What follows belongs to an exercise in optimizing a design on an open flow for small area; a production flow would make more cautious choices.
Power and IR drop assume default switching activity.

wip/maple:
==> flow/design.v <==
module spi_master
  # (
    parameter SYSTEM_CLK_FREQ = 100_000_000,
    parameter SCLK_FREQ       = 1_000_000,
    parameter SYSTEM_CLK_PER  = 10,
    parameter MIN_CS_SETUP    = 100,
    parameter MIN_CS_HOLD     = 20,
    parameter MIN_CS_DISABLE  = 20,
    parameter CPOL            = 1'b0,
    parameter CPHA            = 1'b0,
    parameter SPI_DATA_WIDTH  = 8,
    parameter CS_DEVICE_COUNT = 1)
  (
    input  clkIn,
    input  rstIn,
    input  enIn,
    output busyOut,
    input  loadDataIn,
    output validDataOut,
    input  [SPI_DATA_WIDTH-1:0] dataRxIn,
    output [SPI_DATA_WIDTH-1:0] dataTxOut,
    output spiClkOut,
    output [CS_DEVICE_COUNT-1:0] spiCsLowOut,
    output spiMosiOut,
    input  spiMisoIn);
  localparam [5:0] C_TX_START = 6'd14;
  localparam [5:0] C_HOLD     = 6'd45;
  localparam [5:0] C_CS_HIGH  = 6'd47;
  localparam [5:0] C_IDLE     = 6'd50;
  localparam [5:0] C_LAST_SU  = 6'd61;
  reg       txMode;
  reg [5:0] cnt;
  reg       sclkQ;
  reg [2:0] bitCnt;
  reg [7:0] shReg;
  reg       mosiQ;
  reg       validQ;
  reg [7:0] dataTxQ;
  wire edge_   = &cnt;
  wire rise    = txMode & edge_ & ~sclkQ;
  wire fall    = txMode & edge_ & sclkQ;
  wire firstBit = (bitCnt == 3'd0);
  wire lastFall = fall & (&bitCnt);
  assign busyOut      = txMode | (cnt != C_IDLE);
  assign spiCsLowOut  = ~txMode & (cnt[5:2] == 4'b1100);
  assign spiClkOut    = sclkQ;
  assign spiMosiOut   = mosiQ;
  assign validDataOut = validQ;
  assign dataTxOut    = dataTxQ;
  wire inc    = busyOut | enIn;
  wire tick   = txMode & edge_;
  wire exitTx = lastFall & ~enIn;
  wire [5:0] cntInc = cnt + {5'd0, inc};
  always @ (posedge clkIn) begin
    if (rstIn) begin
      txMode  <= 1'b0;
      cnt     <= C_IDLE;
      sclkQ   <= 1'b0;
      bitCnt  <= 3'd0;
      mosiQ   <= 1'b0;
      validQ  <= 1'b0;
      dataTxQ <= 8'd0;
    end
    else begin
      validQ <= lastFall;
      if (lastFall)
        dataTxQ <= shReg;
      {bitCnt, sclkQ} <= {bitCnt, sclkQ} + {3'd0, tick};
      cnt <= cntInc | (edge_ ? (exitTx ? C_HOLD : C_TX_START) : 6'd0);
      txMode <= txMode ? ~exitTx : edge_;
      if (txMode) begin
        if (firstBit | ~sclkQ)
          mosiQ <= shReg[7];
      end
      else begin
        if (cnt == C_LAST_SU)
          mosiQ <= dataRxIn[7];
        else if (cnt > C_LAST_SU)
          mosiQ <= shReg[7];
        else if (cnt == C_CS_HIGH)
          mosiQ <= 1'b0;
      end
    end
  end
  always @ (posedge clkIn) begin
    if (rise)
      shReg[6:0] <= {shReg[5:0], spiMisoIn};
    else if (fall & firstBit)
      shReg[6:1] <= dataRxIn[5:0];
    if (txMode & ~firstBit)
      shReg[7] <= rise ? shReg[6] : (lastFall ? 1'b0 : shReg[7]);
    else
      shReg[7] <= fall ? dataRxIn[6] : dataRxIn[7];
  end
endmodule
clock: 6.0 ns
lec_check: 0
cap_margin: 20
core_margin: 2
core_utilization: 40
slew_margin: 20
standard.sh (not shown) runs the stock make flow with config.mk's settings and CLKGATE_MAP_FILE= SYNTH_SCRIPT=/design/flow/synth_recipe.tcl, a recipe that flattens the netlist after the stock synthesis.
==> flow/flow/run.sh <==
#!/bin/bash
# The standard layout with two changes:
#  - yosys maps the logic with an area-oriented ABC script (flow/abc_area.script)
#  - the port buffers are the smallest buffer cell
set -euo pipefail
rm -rf scripts
cp -r "$FLOW_HOME/scripts" scripts
cp flow/abc_area.script scripts/abc_speed.script
export SCRIPTS_DIR="$PWD/scripts"
export BUFFER_PORTS_ARGS="-buffer_cell sky130_fd_sc_hd__buf_1"
bash standard.sh > standard.log 2>&1
==> flow/flow/abc_area.script <==
strash
&get -n
&st
&dc2
&dch -f
&nf -R 1000 -a
&put
## Diff of input files: wip/tundra against wip/maple
--- a/flow/flow/run.sh
+++ b/flow/flow/run.sh
@@ -10,0 +11 @@
+export CTS_ARGS="-sink_clustering_enable -sink_clustering_size 40 -sink_clustering_max_diameter 500 -buf_list sky130_fd_sc_hd__clkbuf_4 -root_buf sky130_fd_sc_hd__clkbuf_4 -dont_use_dummy_load -repair_clock_nets"
==> summary.txt <==
wip/tundra did not stop at any stage, and its layout met the timing, design-rule and antenna checks.
wip/tundra vs wip/maple: total global routing track utilization down
Compared with wip/maple, wip/tundra shows a higher fraction of area in multi-input gates.
Summary of wip/tundra over wip/maple: total met3 wirelength after detailed routing fell 15 um; maximum vdd drop fell 7.7%; number of sequential cells about even.
Looking at wip/maple and wip/tundra, the maximum fanout along the worst path is a wash.
[compare] base=wip/maple new=wip/tundra: first-pass GRT wire length moved down, cell-internal power moved down, routed wire length moved down.
## Diff of input files: wip/yarrow against wip/tundra
==> flow/flow/run.sh <==
#!/bin/bash
set -euo pipefail
export BUFFER_PORTS_ARGS="-buffer_cell sky130_fd_sc_hd__buf_1"
bash standard.sh > standard.log 2>&1
removed: flow/flow/abc_area.script
==> summary.txt <==
Compared with wip/tundra, wip/yarrow shows placed wire-length estimate that has gone up by a little under 10%.
Looking at met1 track demand over resource in global routing, wip/yarrow sits 0.57 points below wip/tundra.
On wip/yarrow: final worst hold slack is 5.8 ps higher than what wip/tundra gave.
Area added between synthesis and finish ended up 0.33 points lower on wip/yarrow than on wip/tundra.
Going from wip/tundra to wip/yarrow, final critical path time including I/O delays and setup grows by 22 ps.
Chip height, wip/tundra and wip/yarrow: smaller value in wip/tundra
The following lists how wip/delta was set up differently from wip/yarrow:
--- a/flow/flow/run.sh
+++ b/flow/flow/run.sh
@@ -1,0 +2,3 @@
+# The standard layout with two changes:
+#  - yosys maps the logic with an area-oriented ABC script (flow/abc_area.script)
+#  - the port buffers are the smallest buffer cell
@@ -2,0 +6,4 @@
+rm -rf scripts
+cp -r "$FLOW_HOME/scripts" scripts
+cp flow/abc_area.script scripts/abc_speed.script
+export SCRIPTS_DIR="$PWD/scripts"
@@ -3,0 +11 @@
+export CTS_ARGS="-sink_clustering_enable -sink_clustering_size 40 -sink_clustering_max_diameter 500 -buf_list sky130_fd_sc_hd__clkbuf_8 -root_buf sky130_fd_sc_hd__clkbuf_8 -dont_use_dummy_load -repair_clock_nets"
==> flow/flow/abc_area.script (new file) <==
strash
&get -n
&st
&dc2
&dch -f
&nf -R 1000 -a
&put
==> summary.txt <==
wip/yarrow and wip/delta ended up with roughly the same proportion of synthesized flip-flops having asynchronous set or reset.
NOTE: maximum frequency in wip/delta exceeds that of wip/yarrow
Total power deteriorates in wip/delta relative to wip/yarrow.
wip/delta — die outline width 3.1% lower, wip/yarrow as reference
No run of this note included a check of the RTL's function; only the layout flow was run.

-- afterwards: timing with drivers on the ports --
The flow's constraints put no driver on any port. The routed layouts listed below were extracted and timed again, unchanged, in two steps. Step 1, drivers: a clkbuf_16 drives clkIn and a buf_2 each remaining input, both assumed. Step 2 moves the port delays by t, midway between the first and last clock arrival at a register: inputs arrive t later, outputs are due t later. That takes back most of the time a late clock gives input paths. a / b / c = ideal / step 1 / step 2; a / b = the first two.
run | shift t [ns] | slack for setup (ns) | slew at the worst register clock pin (ns)
wip/maple | 0.348 | 3.394 / 3.369 / 3.519 | 0.09 / 0.09
wip/tundra | 0.339 | 3.407 / 3.382 / 3.517 | 0.09 / 0.09
wip/yarrow | 0.340 | 3.385 / 3.364 / 3.502 | 0.09 / 0.09
wip/delta | 0.287 | 3.470 / 3.447 / 3.513 | 0.06 / 0.06
After both steps setup and hold are still met in every run listed.
